What follows belongs to an exercise in optimizing a design on an open flow for small area, a short achievable clock period and few clock cycles; a production flow would make more cautious choices.
Only simulation tests tie the RTL to the original design; equivalence was not proved.
Power figures rest on the tool's default switching activity, not on a simulated workload.

[flow/run.sh]
#!/bin/bash
# The standard layout, with ORFS's repair_timing aiming for a setup slack
# of at least 19.2 ns at the design's 25 ns clock, so that the port buffers and
# slow drivers on the longest paths are sized for speed. make's full output
# goes to standard.log; ORFS keeps each step's log under orfs/logs.
set -euo pipefail
bash standard.sh SETUP_SLACK_MARGIN=19.2 finish > standard.log 2>&1
[standard.sh]
#!/bin/bash
# synth_recipe.tcl (not shown) runs the flow's synth.tcl, then flattens the netlist and writes it again
# the make line also repeats each setting of config.mk as NAME=value (left out here)
make -C /OpenROAD-flow-scripts/flow DESIGN_CONFIG=/design/flow/config.mk WORK_HOME=/design/flow/orfs CLKGATE_MAP_FILE= SYNTH_SCRIPT=/design/flow/synth_recipe.tcl "${@:-finish}"
[config.mk]
export PLATFORM = sky130hd
export DESIGN_NAME = process
export DESIGN_NICKNAME = process
export VERILOG_FILES = /design/flow/design.v
export SDC_FILE = /design/flow/constraint.sdc
export NUM_CORES = 4
export LEC_CHECK = 0
export ABC_AREA = 1
export CAP_MARGIN = 20
export CORE_MARGIN = 2
export CORE_UTILIZATION = 40
export CTS_BUF_LIST = sky130_fd_sc_hd__clkbuf_8
export SLEW_MARGIN = 20
[constraint.sdc]
create_clock -name core_clock -period 25.0 [get_ports {clk}]
set_input_delay 5.0000 -clock core_clock [delete_from_list [all_inputs] [get_ports {clk}]]
set_output_delay 5.0000 -clock core_clock [all_outputs]
set_load 0.01 [all_outputs]
[design.v]
`timescale 1ns / 1ps
module process (
        input                clk,
        input                rst,
        input  [23:0]        in_pix,
        output [7:0]         str_addr,
        input  [15:0]        str_data,
        output reg [5:0]     row, col,
        output reg           out_we,
        output [23:0]        out_pix,
        output reg           gray_done,
        output reg           compress_done,
        output reg           encode_done
    );
	localparam PH_GRAY = 2'd0, PH_CMP = 2'd1, PH_ENC = 2'd2, PH_DONE = 2'd3;
	localparam C_P1 = 2'd0, C_P3 = 2'd1, C_P2 = 2'd2;
	localparam T_NONE = 2'd0, T_P1 = 2'd1, T_P2 = 2'd2, T_ER = 2'd3;
	localparam A_HOLD = 3'd0, A_INC = 3'd1, A_TOG = 3'd2, A_DEC = 3'd3,
	           A_CLRK = 3'd4, A_WALK = 3'd5, A_NEXT = 3'd6, A_RP = 3'd7;
	reg [1:0]  ph;
	reg [1:0]  cp;           
	wire [1:0] gs = {cp[0], k[0]};    
	reg [7:0]  g_q;          
	reg [1:0]  v_tag;        
	reg [1:0]  d_tag;        
	reg [3:0]  d_k;          
	reg [23:0] in_q;
	reg [11:0] S;            
	reg [12:0] D;            
	reg [4:0]  beta;
	reg [15:0] bm;           
	reg [15:0] qv;           
	reg [7:0]  x0;           
	reg [3:0]  x3;           
	reg        x4;           
	wire [7:0] qh = qv[15:8], ql = qv[7:0], avgB = x0, num = D[11:4];
	wire [3:0] rh = D[3:0], rl = x3;
	wire       first = x4;
	wire [15:0] val = qv;
	wire [7:0] q0 = x0, oth = D[7:0];
	wire [3:0] s = D[11:8], p = x3;
	wire       found = x4;
	wire [7:0] blk = {row[5:2], col[5:2]};
	wire [3:0] k   = {row[1:0], col[1:0]};
	assign out_pix  = {8'd0, g_q, 8'd0};
	assign str_addr = blk;
	wire [7:0] G = in_q[15:8];
	wire [7:0] cr = in_q[23:16], cg = in_q[15:8], cb = in_q[7:0];
	wire       rg  = cr >= cg, rb = cr >= cb, gb = cg >= cb;
	wire [7:0] mx  = (rg & rb) ? cr : gb ? cg : cb;
	wire [7:0] mn  = (~rg & ~rb) ? cr : gb ? cb : cg;
	wire [8:0] mm  = mx + mn;
	wire [7:0] avg  = S[11:4];
	wire [8:0] diff = {1'b0, G} - {1'b0, avg};
	wire       ge   = ~diff[8];
	wire [4:0] dl   = 5'd16 - beta;
	wire [4:0] th   = {rh, num[7]};
	wire [4:0] tl   = {rl, num[7]};
	wire [5:0] dh   = {1'b0, th} - {1'b0, beta};
	wire [5:0] dq   = {1'b0, tl} - {1'b0, dl};
	wire       gh   = ~dh[5];
	wire       gl   = ~dq[5];
	wire [4:0] th2  = dh[4:0];
	wire [4:0] tl2  = dq[4:0];
	function [3:0] step4;
		input [1:0] r;
		input [1:0] a;
		case ({r, a})
		4'd0:  step4 = {2'd0, 2'd0};
		4'd1:  step4 = {2'd0, 2'd1};
		4'd2:  step4 = {2'd0, 2'd2};
		4'd3:  step4 = {2'd1, 2'd0};
		4'd4:  step4 = {2'd1, 2'd1};
		4'd5:  step4 = {2'd1, 2'd2};
		4'd6:  step4 = {2'd2, 2'd0};
		4'd7:  step4 = {2'd2, 2'd1};
		4'd8:  step4 = {2'd2, 2'd2};
		4'd9:  step4 = {2'd3, 2'd0};
		4'd10: step4 = {2'd3, 2'd1};
		4'd11: step4 = {2'd3, 2'd2};
		default: step4 = 4'bxxxx;
		endcase
	endfunction
	reg [3:0]  t4;
	reg [15:0] v3;
	reg [1:0]  r3;
	integer i;
	always @(*) begin
		r3 = 2'd0;
		for (i = 7; i >= 0; i = i - 1) begin
			t4 = step4(r3, val[2*i +: 2]);
			v3[2*i +: 2] = t4[3:2];
			r3 = t4[1:0];
		end
	end
	wire [4:0] rp   = S[4:0];    
	wire [4:0] nd   = S[9:5];    
	wire [3:0] sx   = found ? s : 4'd1;
	wire [3:0] pp   = (p == sx) ? p + 4'd1 : p;
	wire       wrdy = (nd != 5'd0) && (found || nd[4]) && ({1'b0, pp} < nd);
	wire       bend = (nd != 5'd0) && (val == 16'd0);
	wire [3:0] eqi  = pp - nd[3:0];
	wire [7:0] lvl  = bm[eqi] ? q0 : oth;
	reg [5:0] n_row, n_col;
	reg       n_we;
	reg [1:0] n_tag;
	reg [1:0] nb_ph, nb_cp;
	reg [2:0] am;            
	reg [11:0] a_inc, n_a;
	reg       p3go, eswitch;
	always @(posedge clk) begin
		in_q  <= in_pix;
		d_tag <= v_tag;
		d_k   <= k;
		case (d_tag)
		T_P1: S <= (d_k == 4'd0 ? 12'd0 : S) + G;
		T_P2: begin
			D    <= (d_k == 4'd0 ? 13'd0 - {9'd0, S[3:0]} : D) + (ge ? {4'd0, diff[7:0], 1'b0} : 13'd0);
			beta <= (d_k == 4'd0 ? 5'd0 : beta) + ge;
			bm   <= {bm[14:0], ge};
		end
		T_ER: begin
			bm <= {(G == q0) | (d_k == 4'd0), bm[15:1]};
			S[9:5] <= {1'b0, d_k} + 5'd1;
			if (d_k == 4'd0) begin
				x0 <= G;
				x4 <= 1'b0;
			end else if (!found && G != q0) begin
				x4 <= 1'b1;
				D <= {d_k, G};
			end
		end
		default: ;
		endcase
		if (ph == PH_CMP && cp == C_P1) begin
			if (k == 4'd1) begin
				D[11:0] <= {D[11:4], 4'd0};
				x0 <= avg;
				x3 <= 4'd0;
			end else if (k >= 4'd2 && k <= 4'd12) begin
				D  <= {num[6:0], 1'b0, gh ? th2[3:0] : th[3:0]};
				x3 <= gl ? tl2[3:0] : tl[3:0];
				qv <= {qh[6:0], gh, ql[6:0], gl};
			end
		end
		gray_done     <= 1'b0;
		compress_done <= 1'b0;
		n_we  = 1'b0;
		n_tag = T_NONE;
		nb_ph = ph;
		nb_cp = cp;
		am    = A_HOLD;
		p3go  = 1'b0;
		eswitch = 1'b0;
		case (ph)
		PH_GRAY: begin
			nb_cp = {1'b0, cp[0] ^ k[0]};
			am  = (gs == 2'd3) ? A_INC : A_TOG;
			n_we = ~gs[1] & gs[0] | gs[1] & ~gs[0];
			if (gs == 2'd3 && {blk, k} == 12'hfff) begin
				gray_done <= 1'b1;
				nb_ph = PH_CMP;
				nb_cp = C_P1;
				n_tag = T_P1;
				n_we  = 1'b0;
				x4 <= 1'b1;
			end
		end
		PH_CMP: begin
			case (cp)
			C_P1: if (k != 4'd15) begin
					n_tag = T_P1; am = A_INC;
				end else if (first) begin
					nb_cp = C_P2; n_tag = T_P2; x4 <= 1'b0; am = A_CLRK;
				end else begin
					nb_cp = C_P3; p3go = 1'b1; am = A_DEC;
				end
			C_P3: begin
					am = A_INC;
					if (k != 4'd15) begin
						p3go = 1'b1;
					end else if (blk != 8'd255) begin
						nb_cp = C_P2; n_tag = T_P2;
					end else begin
						compress_done <= 1'b1;
						nb_ph = PH_ENC;
						n_tag = T_ER;
						eswitch = 1'b1;
					end
				end
			C_P2: begin
					am = A_INC;
					if (k != 4'd15)
						n_tag = T_P2;
					else begin
						nb_cp = C_P1; n_tag = T_P1;
					end
				end
			default: ;
			endcase
			if (p3go) begin
				bm  <= {bm[14:0], 1'b0};
				n_we = 1'b1;
			end
		end
		PH_ENC: begin
			if (v_tag == T_ER && k == 4'd0)
				qv <= str_data;
			if (bend) begin
				if (blk != 8'd255) begin
					am = A_NEXT;
					n_tag = T_ER;
					eswitch = 1'b1;
					d_tag <= T_NONE;
				end else begin
					nb_ph = PH_DONE;
					encode_done <= 1'b1;
				end
			end else begin
				if (wrdy) begin
					qv <= v3;
					x3 <= pp + 4'd1;
					if (r3 != 2'd0) begin
						am = A_WALK;
						n_we = 1'b1;
					end
				end
				if (!n_we && !rp[4]) begin
					am = A_RP;
					n_tag = T_ER;
					S[4:0] <= rp + 5'd1;
				end
			end
		end
		default: ;
		endcase
		g_q <= ph[1] ? ((r3 == 2'd1) ? lvl + 8'd1 : lvl - 8'd1) :
		       ph[0] ? (bm[15] ? avgB + qh : avgB - ql) : mm[8:1];
		a_inc = {blk, k | {4{am == A_NEXT}}} + 12'd1;
		case (am)
		A_INC, A_NEXT: n_a = a_inc;
		A_TOG:         n_a = {blk, k[3:1], ~k[0]};
		A_DEC:         n_a = {blk - 8'd1, 4'd0};
		A_CLRK:        n_a = {blk, 4'd0};
		A_WALK:        n_a = {blk, pp};
		A_RP:          n_a = {blk, rp[3:0]};
		default:       n_a = {blk, k};
		endcase
		n_row = {n_a[11:8], n_a[3:2]};
		n_col = {n_a[7:4], n_a[1:0]};
		if (eswitch) begin
			S[9:0] <= {5'd0, 5'd1};
			x3 <= 4'd1;
			x4 <= 1'b0;
		end
		ph     <= nb_ph;
		cp     <= nb_cp;
		v_tag  <= n_tag;
		out_we <= n_we;
		row    <= n_row;
		col    <= n_col;
		if (rst) begin
			ph <= PH_GRAY;
			cp <= 2'd0;
			v_tag <= T_NONE;
			d_tag <= T_NONE;
			out_we <= 1'b0;
			row <= 6'd0;
			col <= 6'd0;
			gray_done <= 1'b0;
			compress_done <= 1'b0;
			encode_done <= 1'b0;
		end
	end
endmodule
==> impl_metrics.env <==
export IMPL_avgSynthCellArea_sq_um=6.972
export IMPL_synth_simple_gate_area_share_pct=22.32
export IMPL_synth_area_leaders="dfxtp_1, ha_1, nand2_1"
export IMPL_slew_headroom_pct=31.29
export IMPL_coreArea_sq_mm=0.02964
export IMPL_grt_use_total_pct=23.65
export IMPL_layout_drive_gt1_share_pct=10.22
export IMPL_synth_top_family_by_area="simple AND/OR/NAND/NOR gates"
export IMPL_start_kind="flop"
export IMPL_cts_made_buffers=17
export IMPL_synth_xor_area_share_pct=4.297
export IMPL_synth_compound_area_share_pct=22.25
export IMPL_yosysTopAreaCell="dfxtp_1"
export IMPL_via_per_inst=5.369
export IMPL_wl_um=36620
export IMPL_rsz0062_at_grt="true"
export IMPL_tns_ps=0
export IMPL_synth_cell_type_count=63
export IMPL_grt_pass1_vias=11056
export IMPL_status="timing/DRC/antenna clean"
export IMPL_r2r_start="D[11]"
export IMPL_globalplace_congestion=0.9013
export IMPL_die_height_um=177.4
export IMPL_cts_buffer_depth=2
export IMPL_ant_nets=0
export IMPL_synthMuxAreaShare_pct=0.2705
export IMPL_power_per_cell_area_mw_per_mm2=59.66
export IMPL_max_freq_mhz=167.4
export IMPL_hold_buffers=0
export IMPL_die_area_sq_mm=0.03147
export IMPL_hold_start="v_tag[1]"
export IMPL_skew_ps=13.11
export IMPL_clkSlewWorstSetupHoldPaths_ps=90
export IMPL_synth_ff_type="dfxtp_1"
export IMPL_fin_util_pct=46.13
export IMPL_synthAdderAreaFrac_pct=15.02
export IMPL_yosys_warnings=1
export IMPL_r2r_cells=27
export IMPL_htree_num_levels=4
export IMPL_drv_cap=0
export IMPL_grt_remaining_overflow=0
export IMPL_cp_end_kind="primary output"
export IMPL_crit_buf_inv=1
export IMPL_path_cells="buf_6"
export IMPL_port_buffers=73
export IMPL_syn_area_sq_mm=0.01203
export IMPL_dp_cells=2143
export IMPL_start_util_pct=40.58
export IMPL_cts_tree="yes"
export IMPL_leakagePower_nw=6.391
export IMPL_multi_input_comb_area_sq_mm=0.007795
export IMPL_clock_root_buffer="clkbuf_8"
export IMPL_area_growth_pct=13.69
export IMPL_synth_cells=1725
export IMPL_wl_per_cell_um=16.72
export IMPL_final_cells=2191
export IMPL_drtIter0Drc=938
export IMPL_synth_top_area_share_pct=17.48
export IMPL_critPathRequiredTime_ps=20000
export IMPL_rows=63
export IMPL_crit_family="flip-flops"
export IMPL_yosysSeqAreaShare_pct=24.72
export IMPL_antenna_found_initial=0
export IMPL_max_stage_delay_ps=370
export IMPL_fillers=3104
export IMPL_hold_class="reg -> reg"
export IMPL_worst_setup_path_type="reg -> out"
export IMPL_hold_path_depth=2
export IMPL_critPathMaxFanout=3
export IMPL_synthArstFlopShare_pct=0
export IMPL_finalCritPeriodShare_pct=23.90
export IMPL_maxSlewViolCount=0
export IMPL_pre_cts_ws_ps=18550
export IMPL_clock_sinks=134
export IMPL_drc_errors=0
export IMPL_clock_latency_ps=490
export IMPL_cp_arrival_ps=970
export IMPL_critPathSlowestCell="dfxtp_4"
export IMPL_via_count=11764
export IMPL_setup_viol=0
export IMPL_nets=1969
export IMPL_period_needed_ps=5974
export IMPL_worst_pin_slew_ps=1021
export IMPL_place_hpwl_um=27760
export IMPL_seq_area_sq_mm=0.003025
export IMPL_fin_ws_ps=19030
export IMPL_antenna_cells=0
export IMPL_synth_edf_count=29
export IMPL_fp_dieW_um=177.4
export IMPL_reg2reg_slack_ps=19490
export IMPL_finalHoldViolations=0
export IMPL_drt_pass1_iterations=6
export IMPL_ir_drop_mv=0.03634
export IMPL_grt_pass1_wl_um=58420
export IMPL_whs_endpoint="d_tag[1]"
export IMPL_num_io_pins=90
export IMPL_ys_seq_elements=134
export IMPL_r2r_end="g_q[7]"
export IMPL_grt_max_degree=37
export IMPL_path_depth=1
[metal layers]
layer	share of wire [%]	track usage [%]	wire length, um
met1	47	31.67	17120
met2	46	39.20	16680
met3	5.7	3.728	2095
met4	2.0	6.831	735
met5	0	0	0
[timing repair]
| action | 4_1_cts | 5_1_grt |
|---|---|---|
| setup endpoints to repair | 49 | 42 |
| setup buffers | 16 | 0 |
| resized for setup | 175 | 18 |
[where the power goes]
group | internal, mW | leakage [nW] | switching, mW
clock | 0.124 | 0.240 | 0.100
combinational | 0.133 | 4.95 | 0.200
sequential | 0.242 | 1.20 | 0.0166
[layout by cell type, fill, tap and decap left out, drive strengths merged, types with 3 or more instances in the layout]
cell           count
nand2            313
inv              255
o21ai            210
a21oi            131
ha               130
nor2             129
dfxtp            105
nand3             96
buf               59
xor2              46
clkdlybuf4s50     40
o22ai             33
edfxtp            29
o211ai            29
nor3              23
clkbuf            19
conb              16
a31oi             15
xnor2             13
or2               12
nand4             11
fa                 9
o21a               8
o31ai              7
a211oi             7
nor4               6
bufinv             5
o311ai             4
a32oi              4
clkinv             4
a21boi             3
o221ai             3
o32ai              3
[worst min-delay path, stage by stage, from the launching register on]
cell,delay [ps]
dfxtp_1,320
nand2_1,60
nor2_1,40
[state kept, by name (all words and copies together), names as in the netlist, 2 cells and up]
signal  count
in_q       24
bm         16
qv         16
D          12
S          12
g_q         8
x0          8
col         6
row         6
beta        5
d_k         4
x3          4
cp          2
d_tag       2
ph          2
v_tag       2
[per-stage QoR]
| stage | hold WS, ps | instance area, sq um | power, mW |
|---|---|---|---|
| 2_1_floorplan | 424.5 | 12080 | 0.4816 |
| 3_3_place_gp | 417.2 | 13010 | 0.5758 |
| 3_5_place_dp | 423.0 | 13010 | 0.5774 |
| 4_1_cts | 453.9 | 13590 | 0.8078 |
| 5_1_grt | 481.3 | 13670 | 0.8701 |
| 6_report | 454.0 | 13670 | 0.8158 |
[logic make-up (layout without fill, tap and decap cells)]
kind of cell | after synthesis | in the layout
adder cells (fa/ha/maj) | 139 | 139
multiplexers | 3 | 3
AO/OA/AOI/OAI | 471 | 471
flip-flops | 134 | 134
XOR/XNOR | 59 | 59
buffers and inverters | 324 | 385
other | 1 | 16
AND/OR/NAND/NOR | 594 | 594
[cell type report]
| class | count | area share [%] |
|---|---|---|
| well taps | 390 | 3.569 |
| multi-input cells | 1282 | 57.01 |
| clock buffers | 19 | 1.913 |
| clock inverters | 13 | 1.464 |
| inverters | 253 | 7.010 |
| flip-flops and latches | 134 | 22.13 |
| repair buffers | 100 | 6.909 |
[cell usage after synthesis, types with 9 or more instances]
| library cell | number |
|---|---|
| xnor2_1 | 13 |
| nor3_1 | 22 |
| o21ai_0 | 201 |
| ha_1 | 130 |
| nand3_2 | 14 |
| nand2_4 | 9 |
| nor2_1 | 128 |
| o211ai_1 | 28 |
| xor2_1 | 46 |
| inv_1 | 243 |
| clkbuf_1 | 41 |
| nand2_1 | 286 |
| buf_4 | 24 |
| edfxtp_1 | 29 |
| o21ai_1 | 9 |
| o22ai_1 | 33 |
| a21oi_1 | 126 |
| fa_1 | 9 |
| nand4_1 | 10 |
| nand2_2 | 18 |
| dfxtp_1 | 105 |
| nand3_1 | 82 |
| a31oi_1 | 15 |
[worst max path at each step]
| stage | start | endpoint | slack (ps) |
|---|---|---|---|
| 5_1_grt | row[4] | row[4] | 18990 |
| 3_5_place_dp | rst | v_tag[0] | 18550 |
| 6_report | col[2] | str_addr[0] | 19030 |
| 4_1_cts | col[2] | str_addr[0] | 19000 |
| 3_3_place_gp | rst | row[1] | 18600 |
| 2_1_floorplan | rst | row[1] | 19330 |
Testbench counts, summed over its fixed seeds: cycles 415,987.

## re-timing with driven ports
The flow's constraints put no driver on any port. The routed layout listed below was extracted and timed again, unchanged, in two steps. Step 1, drivers: a clkbuf_16 drives clk and a buf_2 each remaining input, both assumed. Step 2, shift: input delay + t, output delay - t, t = (earliest + latest rising clock arrival at the registers) / 2. This alone moves slack from input paths to output paths. a / b / c = ideal ports / drivers / drivers and shift; a / b = the first two.
shift t [ns]: 0.526
slack for setup (ns): 19.026 / 18.978 / 18.922
worst hold slack (ns): 0.454 / 0.454 / 0.454
worst setup path at the end: input to register
slew at the worst register clock pin (ns): 0.09 / 0.09
After both steps setup and hold are still met in this run. The setup slack of this run moves by -0.048 ns with the drivers and by -0.104 ns with both steps.
